Source: an optimization exercise on an open RTL-to-GDS flow (aim: small area, a short achievable clock period and few clock cycles). Production flows keep margins and buffers that such runs may drop. At most, simulation tests tie the RTL to the original design; equivalence was not proved. Power and IR drop assume default switching activity.

==> job 5141: inputs <==
==> flow/design.v <==
`timescale 1ns/1ns
module risc_v(clk, rst, imem_addr, imem_rdata, dmem_addr, dmem_wdata, dmem_we, dmem_rdata);
    input clk, rst;
    output [31:0] imem_addr;
    input  [31:0] imem_rdata;
    output [31:0] dmem_addr;
    output [31:0] dmem_wdata;
    output dmem_we;
    input  [31:0] dmem_rdata;
    reg  [31:0] pc_f;
    wire [31:0] fi = imem_rdata;
    wire [2:0]  ff3 = fi[14:12];
    wire f_r    = (fi[6:2] == 5'b01100);
    wire f_i    = (fi[6:2] == 5'b00100);
    wire f_ld   = (fi[6:2] == 5'b00000);
    wire f_st   = (fi[6:2] == 5'b01000);
    wire f_br   = (fi[6:2] == 5'b11000);
    wire f_lui  = (fi[6:2] == 5'b01101);
    wire f_jal  = (fi[6:2] == 5'b11011);
    wire f_jalr = (fi[6:2] == 5'b11001);
    wire f_pred = f_jal | (f_br & fi[31]);
    wire [11:0] f_lo_j = pc_f[11:0] + {fi[20], fi[30:21], 1'b0};
    wire [11:0] f_lo_b = pc_f[11:0] + {fi[7], fi[30:25], fi[11:8], 1'b0};
    wire [11:0] f_lo   = f_jal ? f_lo_j : f_lo_b;
    wire [31:0] f_seq  = pc_f + 32'd4;
    wire [31:0] f_next = f_pred ? {pc_f[31:12], f_lo} : f_seq;
    assign imem_addr = pc_f;
    wire x_we, x_ld;
    wire [4:0] rd;
    wire f_use1 = ~(f_lui | f_jal);
    wire f_use2 = f_r | f_st | f_br;
    wire f_hit_a = x_we & (rd == fi[19:15]);
    wire f_hit_b = x_we & (rd == fi[24:20]);
    wire f_hold  = x_ld & ((f_hit_a & f_use1) | (f_hit_b & f_use2));
    wire f_fwd_a = f_hit_a & ~x_ld;
    wire f_fwd_b = f_hit_b & ~x_ld;
    reg  [31:1] f_sel_a, f_sel_b;
    integer n;
    always @(*) begin
        for (n = 1; n < 32; n = n + 1) begin
            f_sel_a[n] = (fi[19:15] == n) & ~f_fwd_a;
            f_sel_b[n] = (fi[24:20] == n) & ~f_fwd_b;
        end
    end
    wire f_add  = f_ld | f_st | ((f_r | f_i) & (ff3 == 3'b000));
    wire f_slt  = (f_r | f_i) & (ff3[2:1] == 2'b01);
    wire f_xor  = (f_r | f_i) & (ff3 == 3'b100);
    wire f_or   = (f_r | f_i) & (ff3 == 3'b110);
    wire f_and  = (f_r | f_i) & (ff3 == 3'b111);
    wire f_sub  = f_r & fi[30] & (ff3 == 3'b000);
    wire f_sgn  = ~(~f_br & (ff3 == 3'b011));
    wire f_immb = ~(f_r | f_br);
    wire [11:0] f_imm12 = f_st ? {fi[31:25], fi[11:7]} : fi[31:20];
    wire f_we   = (f_r | f_i | f_ld | f_lui | f_jal | f_jalr) & (fi[11:7] != 5'd0);
    reg  [31:0] ir;
    reg  [31:0] pc_x;
    reg         v_x;
    reg  [31:1] sel_a, sel_b;
    reg         fwd_a, fwd_b;
    reg  [11:0] imm12;
    reg         k_add, k_slt, k_xor, k_or, k_and, k_sub, k_sgn, k_immb;
    reg         k_we, k_ld, k_st, k_br, k_jal, k_jalr, k_lui;
    assign rd = ir[11:7];
    wire [2:0]  f3 = ir[14:12];
    wire [31:0] imm_b = {{20{ir[31]}}, ir[7], ir[30:25], ir[11:8], 1'b0};
    wire [31:0] imm_j = {{12{ir[31]}}, ir[19:12], ir[20], ir[30:21], 1'b0};
    wire [31:0] imm_u = {ir[31:12], 12'd0};
    reg  [31:0] res_m, wdata_m;
    reg  [4:0]  rd_m;
    reg         we_m, ld_m, st_m;
    reg  [31:0] rf [1:31];
    reg  [31:0] a, b;
    integer k;
    always @(*) begin
        a = {32{fwd_a}} & res_m;
        b = {32{fwd_b}} & res_m;
        for (k = 1; k < 32; k = k + 1) begin
            a = a | ({32{sel_a[k]}} & rf[k]);
            b = b | ({32{sel_b[k]}} & rf[k]);
        end
    end
    wire [31:0] opb = k_immb ? {{20{imm12[11]}}, imm12} : b;
    wire [31:0] d   = k_sub ? (a - opb) : (a + opb);
    wire [31:0] x   = a ^ opb;
    wire [31:0] ca = {a[31] ^ k_sgn, a[30:0]};
    wire [31:0] cb = {opb[31] ^ k_sgn, opb[30:0]};
    wire [31:0] l0 = ~ca & cb;
    wire [31:0] e0 = ~(ca ^ cb);
    wire [15:0] l1, e1;
    wire [7:0]  l2, e2;
    wire [3:0]  l3, e3;
    wire [1:0]  l4, e4;
    genvar gi;
    generate
        for (gi = 0; gi < 16; gi = gi + 1) begin : c1
            assign l1[gi] = l0[2*gi+1] | (e0[2*gi+1] & l0[2*gi]);
            assign e1[gi] = e0[2*gi+1] & e0[2*gi];
        end
        for (gi = 0; gi < 8; gi = gi + 1) begin : c2
            assign l2[gi] = l1[2*gi+1] | (e1[2*gi+1] & l1[2*gi]);
            assign e2[gi] = e1[2*gi+1] & e1[2*gi];
        end
        for (gi = 0; gi < 4; gi = gi + 1) begin : c3
            assign l3[gi] = l2[2*gi+1] | (e2[2*gi+1] & l2[2*gi]);
            assign e3[gi] = e2[2*gi+1] & e2[2*gi];
        end
        for (gi = 0; gi < 2; gi = gi + 1) begin : c4
            assign l4[gi] = l3[2*gi+1] | (e3[2*gi+1] & l3[2*gi]);
            assign e4[gi] = e3[2*gi+1] & e3[2*gi];
        end
    endgenerate
    wire lt = l4[1] | (e4[1] & l4[0]);
    wire eq = e4[1] & e4[0];
    wire [31:0] pc4 = pc_x + 32'd4;
    wire [31:0] tgt = (k_jalr ? a : pc_x) +
                      (k_jalr ? {{20{imm12[11]}}, imm12} : (k_jal ? imm_j : imm_b));
    wire [31:0] res = ({32{k_add}} & d) |
                      {31'd0, k_slt & lt} |
                      ({32{k_xor}} & x) |
                      ({32{k_or}} & (a | opb)) |
                      ({32{k_and}} & (a & opb)) |
                      ({32{k_jal | k_jalr}} & pc4) |
                      ({32{k_lui}} & imm_u);
    assign x_we = v_x & k_we;
    assign x_ld = k_ld;
    reg  cond;
    always @(*) begin
        case ({f3[2], f3[0]})
            2'b00: cond = eq;
            2'b01: cond = ~eq;
            2'b10: cond = lt;
            default: cond = ~lt;
        endcase
    end
    wire bad = (tgt[31:12] != pc_x[31:12]);
    wire redirect = v_x & (k_jalr | (k_jal & bad) |
                           (k_br & (ir[31] ? (~cond | bad) : cond)));
    wire [31:0] x_target = (k_br & ~cond) ? pc4 : tgt;
    assign dmem_addr  = res_m;
    assign dmem_wdata = wdata_m;
    assign dmem_we    = st_m;
    wire [31:0] wd_m = ld_m ? dmem_rdata : res_m;
    always @(posedge clk) begin
        if (we_m) rf[rd_m] <= wd_m;
    end
    always @(posedge clk or posedge rst) begin
        if (rst) begin
            pc_f <= 32'd0;
            v_x  <= 1'b0;
            we_m <= 1'b0;
            ld_m <= 1'b0;
            st_m <= 1'b0;
        end else begin
            pc_f <= redirect ? x_target : (f_hold ? pc_f : f_next);
            v_x  <= ~redirect & ~f_hold;
            we_m <= x_we;
            ld_m <= v_x & k_ld;
            st_m <= v_x & k_st;
        end
    end
    always @(posedge clk) begin
        ir      <= fi;
        pc_x    <= pc_f;
        sel_a   <= f_sel_a;
        sel_b   <= f_sel_b;
        fwd_a   <= f_fwd_a;
        fwd_b   <= f_fwd_b;
        imm12   <= f_imm12;
        k_add   <= f_add;
        k_slt   <= f_slt;
        k_xor   <= f_xor;
        k_or    <= f_or;
        k_and   <= f_and;
        k_sub   <= f_sub;
        k_sgn   <= f_sgn;
        k_immb  <= f_immb;
        k_we    <= f_we;
        k_ld    <= f_ld;
        k_st    <= f_st;
        k_br    <= f_br;
        k_jal   <= f_jal;
        k_jalr  <= f_jalr;
        k_lui   <= f_lui;
        res_m   <= res;
        wdata_m <= b;
        rd_m    <= rd;
    end
endmodule
==> flow/run.sh <==
#!/bin/bash
# synth_recipe.tcl (not shown) runs the flow's synth.tcl, then flattens the netlist and writes it again
# the make line also repeats each setting of config.mk as NAME=value (left out here)
make -C /OpenROAD-flow-scripts/flow DESIGN_CONFIG=/design/flow/config.mk WORK_HOME=/design/flow/orfs CLKGATE_MAP_FILE= SYNTH_SCRIPT=/design/flow/synth_recipe.tcl finish
==> flow/config.mk <==
export PLATFORM = sky130hd
export DESIGN_NAME = risc_v
export DESIGN_NICKNAME = risc_v
export VERILOG_FILES = /design/flow/design.v
export SDC_FILE = /design/flow/constraint.sdc
export NUM_CORES = 4
export LEC_CHECK = 0
export CAP_MARGIN = 20
export CORE_MARGIN = 2
export CORE_UTILIZATION = 40
export CTS_BUF_LIST = sky130_fd_sc_hd__clkbuf_8
export CTS_CLUSTER_SIZE = 30
export PLACE_DENSITY = 0.5
export SETUP_SLACK_MARGIN = 5
export SLEW_MARGIN = 20
==> flow/constraint.sdc <==
create_clock -name core_clock -period 10.0 [get_ports {clk}]
set_input_delay 2.0000 -clock core_clock [delete_from_list [all_inputs] [get_ports {clk}]]
set_output_delay 2.0000 -clock core_clock [all_outputs]
set_load 0.01 [all_outputs]
==> job 4346 (differences from job 5141) <==
--- a/flow/design.v
+++ b/flow/design.v
@@ -20,7 +20,6 @@
     wire f_jalr = (fi[6:2] == 5'b11001);
     wire f_pred = f_jal | (f_br & fi[31]);
-    wire [11:0] f_lo_j = pc_f[11:0] + {fi[20], fi[30:21], 1'b0};
-    wire [11:0] f_lo_b = pc_f[11:0] + {fi[7], fi[30:25], fi[11:8], 1'b0};
-    wire [11:0] f_lo   = f_jal ? f_lo_j : f_lo_b;
+    wire [11:0] f_off = f_jal ? {fi[20], fi[30:21], 1'b0} : {fi[7], fi[30:25], fi[11:8], 1'b0};
+    wire [11:0] f_lo  = pc_f[11:0] + f_off;
     wire [31:0] f_seq  = pc_f + 32'd4;
     wire [31:0] f_next = f_pred ? {pc_f[31:12], f_lo} : f_seq;
@@ -113,6 +112,5 @@
     wire eq = e4[1] & e4[0];
     wire [31:0] pc4 = pc_x + 32'd4;
-    wire [31:0] tgt = (k_jalr ? a : pc_x) +
-                      (k_jalr ? {{20{imm12[11]}}, imm12} : (k_jal ? imm_j : imm_b));
+    wire [31:0] tgt = pc_x + (k_jal ? imm_j : imm_b);
     wire [31:0] res = ({32{k_add}} & d) |
                       {31'd0, k_slt & lt} |
@@ -136,5 +134,5 @@
     wire redirect = v_x & (k_jalr | (k_jal & bad) |
                            (k_br & (ir[31] ? (~cond | bad) : cond)));
-    wire [31:0] x_target = (k_br & ~cond) ? pc4 : tgt;
+    wire [31:0] x_target = k_jalr ? d : ((k_br & ~cond) ? pc4 : tgt);
     assign dmem_addr  = res_m;
     assign dmem_wdata = wdata_m;
--- a/flow/config.mk
+++ b/flow/config.mk
@@ -9,7 +9,4 @@
 export CORE_MARGIN = 2
 export CORE_UTILIZATION = 40
-export CTS_BUF_LIST = sky130_fd_sc_hd__clkbuf_8
-export CTS_CLUSTER_SIZE = 30
 export PLACE_DENSITY = 0.5
-export SETUP_SLACK_MARGIN = 5
 export SLEW_MARGIN = 20
==> job 2795 (differences from job 5141) <==
--- a/flow/design.v
+++ b/flow/design.v
@@ -20,7 +20,6 @@
     wire f_jalr = (fi[6:2] == 5'b11001);
     wire f_pred = f_jal | (f_br & fi[31]);
-    wire [11:0] f_lo_j = pc_f[11:0] + {fi[20], fi[30:21], 1'b0};
-    wire [11:0] f_lo_b = pc_f[11:0] + {fi[7], fi[30:25], fi[11:8], 1'b0};
-    wire [11:0] f_lo   = f_jal ? f_lo_j : f_lo_b;
+    wire [11:0] f_off = f_jal ? {fi[20], fi[30:21], 1'b0} : {fi[7], fi[30:25], fi[11:8], 1'b0};
+    wire [11:0] f_lo  = pc_f[11:0] + f_off;
     wire [31:0] f_seq  = pc_f + 32'd4;
     wire [31:0] f_next = f_pred ? {pc_f[31:12], f_lo} : f_seq;
@@ -113,6 +112,5 @@
     wire eq = e4[1] & e4[0];
     wire [31:0] pc4 = pc_x + 32'd4;
-    wire [31:0] tgt = (k_jalr ? a : pc_x) +
-                      (k_jalr ? {{20{imm12[11]}}, imm12} : (k_jal ? imm_j : imm_b));
+    wire [31:0] tgt = pc_x + (k_jal ? imm_j : imm_b);
     wire [31:0] res = ({32{k_add}} & d) |
                       {31'd0, k_slt & lt} |
@@ -136,5 +134,5 @@
     wire redirect = v_x & (k_jalr | (k_jal & bad) |
                            (k_br & (ir[31] ? (~cond | bad) : cond)));
-    wire [31:0] x_target = (k_br & ~cond) ? pc4 : tgt;
+    wire [31:0] x_target = k_jalr ? d : ((k_br & ~cond) ? pc4 : tgt);
     assign dmem_addr  = res_m;
     assign dmem_wdata = wdata_m;
--- a/flow/config.mk
+++ b/flow/config.mk
@@ -9,7 +9,5 @@
 export CORE_MARGIN = 2
 export CORE_UTILIZATION = 40
-export CTS_BUF_LIST = sky130_fd_sc_hd__clkbuf_8
-export CTS_CLUSTER_SIZE = 30
 export PLACE_DENSITY = 0.5
-export SETUP_SLACK_MARGIN = 5
+export SETUP_SLACK_MARGIN = 4
 export SLEW_MARGIN = 20
==> impl_table.tex <==
\begin{tabular}{lr}
\hline
Metric & Value \\
\hline
\multicolumn{2}{l}{\textbf{Run status}} \\
\quad Result of the run & timing/DRC/antenna clean \\
\multicolumn{2}{l}{\textbf{Global routing}} \\
\quad Largest net degree at the start of global routing & 51 \\
\multicolumn{2}{l}{\textbf{Worst hold path}} \\
\quad Hold worst-path end & pc\_x[31]\$\_DFF\_P\_ \\
\multicolumn{2}{l}{\textbf{Worst setup path}} \\
\quad CP required & 10.65 ns \\
\quad Length in cells of the worst reg-to-reg path & 18 \\
\multicolumn{2}{l}{\textbf{Pwr}} \\
\quad Net switching power & 4.53 mW \\
\quad Peak supply drop & 0.168 mV \\
\multicolumn{2}{l}{\textbf{Cells and area}} \\
\quad Sequential cell area & 35000 um2 \\
\quad Most common cell after layout, fill and taps aside & sky130\_fd\_sc\_hd\_\_a22oi\_1 \\
\quad Number of antenna diodes & 6 \\
\multicolumn{2}{l}{\textbf{Yosys}} \\
\quad Most numerous cell in the Yosys netlist & sky130\_fd\_sc\_hd\_\_a22oi\_1 \\
\quad Number of different library cells in the post-synthesis netlist & 85 \\
\multicolumn{2}{l}{\textbf{STA}} \\
\quad Final clock period utilization by the worst path & 60.7\% \\
\multicolumn{2}{l}{\textbf{Place}} \\
\quad Post-placement worst setup slack & 2.18 ns \\
\multicolumn{2}{l}{\textbf{Routing}} \\
\quad Mean routed wirelength per cell & 43.6 um \\
\hline
\end{tabular}
That was job 2795.
==> impl_table.tex <==
\begin{tabular}{lr}
\hline
Metric & Value \\
\hline
\multicolumn{2}{l}{\textbf{Run status}} \\
\quad Result of the run & timing/DRC/antenna clean \\
\multicolumn{2}{l}{\textbf{Worst setup path}} \\
\quad CP required & 10.62 ns \\
\quad Gate family responsible for the most delay along the worst path & simple AND/OR/NAND/NOR gates \\
\quad Buffers plus inverters on the worst setup path & 2 \\
\quad Length in cells of the worst reg-to-reg path & 22 \\
\multicolumn{2}{l}{\textbf{Yosys}} \\
\quad Number of different library cells in the post-synthesis netlist & 85 \\
\quad Most numerous cell in the Yosys netlist & sky130\_fd\_sc\_hd\_\_a22oi\_1 \\
\quad Synthesis warning total & 1 \\
\multicolumn{2}{l}{\textbf{Routing}} \\
\quad Mean routed wirelength per cell & 43.6 um \\
\quad Routed length on met3 & 41.6 mm \\
\quad Top sig layer & met5 \\
\quad Number of iterations in the first detailed-routing pass & 9 \\
\multicolumn{2}{l}{\textbf{Pwr}} \\
\quad Peak supply drop & 0.172 mV \\
\quad Net switching power & 4.50 mW \\
\quad Clock group total power & 5.19 mW \\
\multicolumn{2}{l}{\textbf{Global routing}} \\
\quad Largest net degree at the start of global routing & 51 \\
\multicolumn{2}{l}{\textbf{Cells and area}} \\
\quad Number of antenna diodes & 9 \\
\quad Sequential cell area & 35000 um2 \\
\multicolumn{2}{l}{\textbf{STA}} \\
\quad Final clock period utilization by the worst path & 81.4\% \\
\multicolumn{2}{l}{\textbf{Worst hold path}} \\
\quad Hold worst-path end & pc\_x[31]\$\_DFF\_P\_ \\
\hline
\end{tabular}
That was job 4346.
==> impl_table.tex <==
\begin{tabular}{lr}
\hline
Metric & Value \\
\hline
\multicolumn{2}{l}{\textbf{Cells and area}} \\
\quad Number of antenna diodes & 8 \\
\quad Sequential cell area & 35100 um2 \\
\quad Most common cell after layout, fill and taps aside & sky130\_fd\_sc\_hd\_\_edfxtp\_1 \\
\multicolumn{2}{l}{\textbf{Worst setup path}} \\
\quad CP required & 10.85 ns \\
\quad Length in cells of the worst reg-to-reg path & 21 \\
\multicolumn{2}{l}{\textbf{Run status}} \\
\quad Result of the run & timing/DRC/antenna clean \\
\multicolumn{2}{l}{\textbf{Pwr}} \\
\quad Peak supply drop & 0.144 mV \\
\quad Net switching power & 4.66 mW \\
\multicolumn{2}{l}{\textbf{Worst hold path}} \\
\quad Startpoint of the worst hold path & pc\_f[0]\$\_DFFE\_PP0P\_ \\
\quad Hold worst-path end & pc\_x[0]\$\_DFF\_P\_ \\
\multicolumn{2}{l}{\textbf{Yosys}} \\
\quad Dominant cell type by area after synthesis & sky130\_fd\_sc\_hd\_\_edfxtp\_1 \\
\quad Register bit total from synthesis & 1238 \\
\quad Most numerous cell in the Yosys netlist & sky130\_fd\_sc\_hd\_\_edfxtp\_1 \\
\multicolumn{2}{l}{\textbf{STA}} \\
\quad Pin slew with the least headroom to its limit & 1.22 ns \\
\quad Highest clock rate & 0.178 GHz \\
\quad Final clock period utilization by the worst path & 56.1\% \\
\multicolumn{2}{l}{\textbf{Routing}} \\
\quad Mean routed wirelength per cell & 42.7 um \\
\quad Post-DRT Antenna Nets & 0 \\
\multicolumn{2}{l}{\textbf{Global routing}} \\
\quad Largest net degree at the start of global routing & 88 \\
\quad Vias in the first global route & 48200 \\
\multicolumn{2}{l}{\textbf{Place}} \\
\quad Post-placement worst setup slack & 2.61 ns \\
\hline
\end{tabular}
That was job 5141.
Testbench counts of job 4346, summed over its fixed seeds: cycles 31,096.
Testbench counts of job 2795, summed over its fixed seeds: cycles 31,096.
Function not checked in job 5141: the RTL went through the layout flow alone.

-- separate check: timing with driven ports --
The flow's constraints put no driver on any port. The routed layouts listed below were extracted and timed again, unchanged, in two steps.
Step 1, drivers: a clkbuf_16 drives clk and a buf_2 each remaining input, both assumed.
Step 2 moves the port delays by t, midway between the first and last clock arrival at a register: inputs arrive t later, outputs are due t later. That takes back most of the time a late clock gives input paths.
Three values: no drivers, after step 1, after step 2; two values: the first two.
run	shift t [ns]	setup slack, ns	worst hold slack (ns)
job 5141	1.060	4.392 / 4.392 / 3.832	0.413 / 0.413 / 0.413
job 4346	0.862	1.861 / 1.861 / 1.861	0.433 / 0.433 / 0.433
job 2795	0.857	3.934 / 3.934 / 3.532	0.436 / 0.436 / 0.436
After both steps every run listed still meets setup and hold. The setup slack of job 5141, which loses most, moves by 0.000 ns with the drivers and by -0.560 ns with both steps.
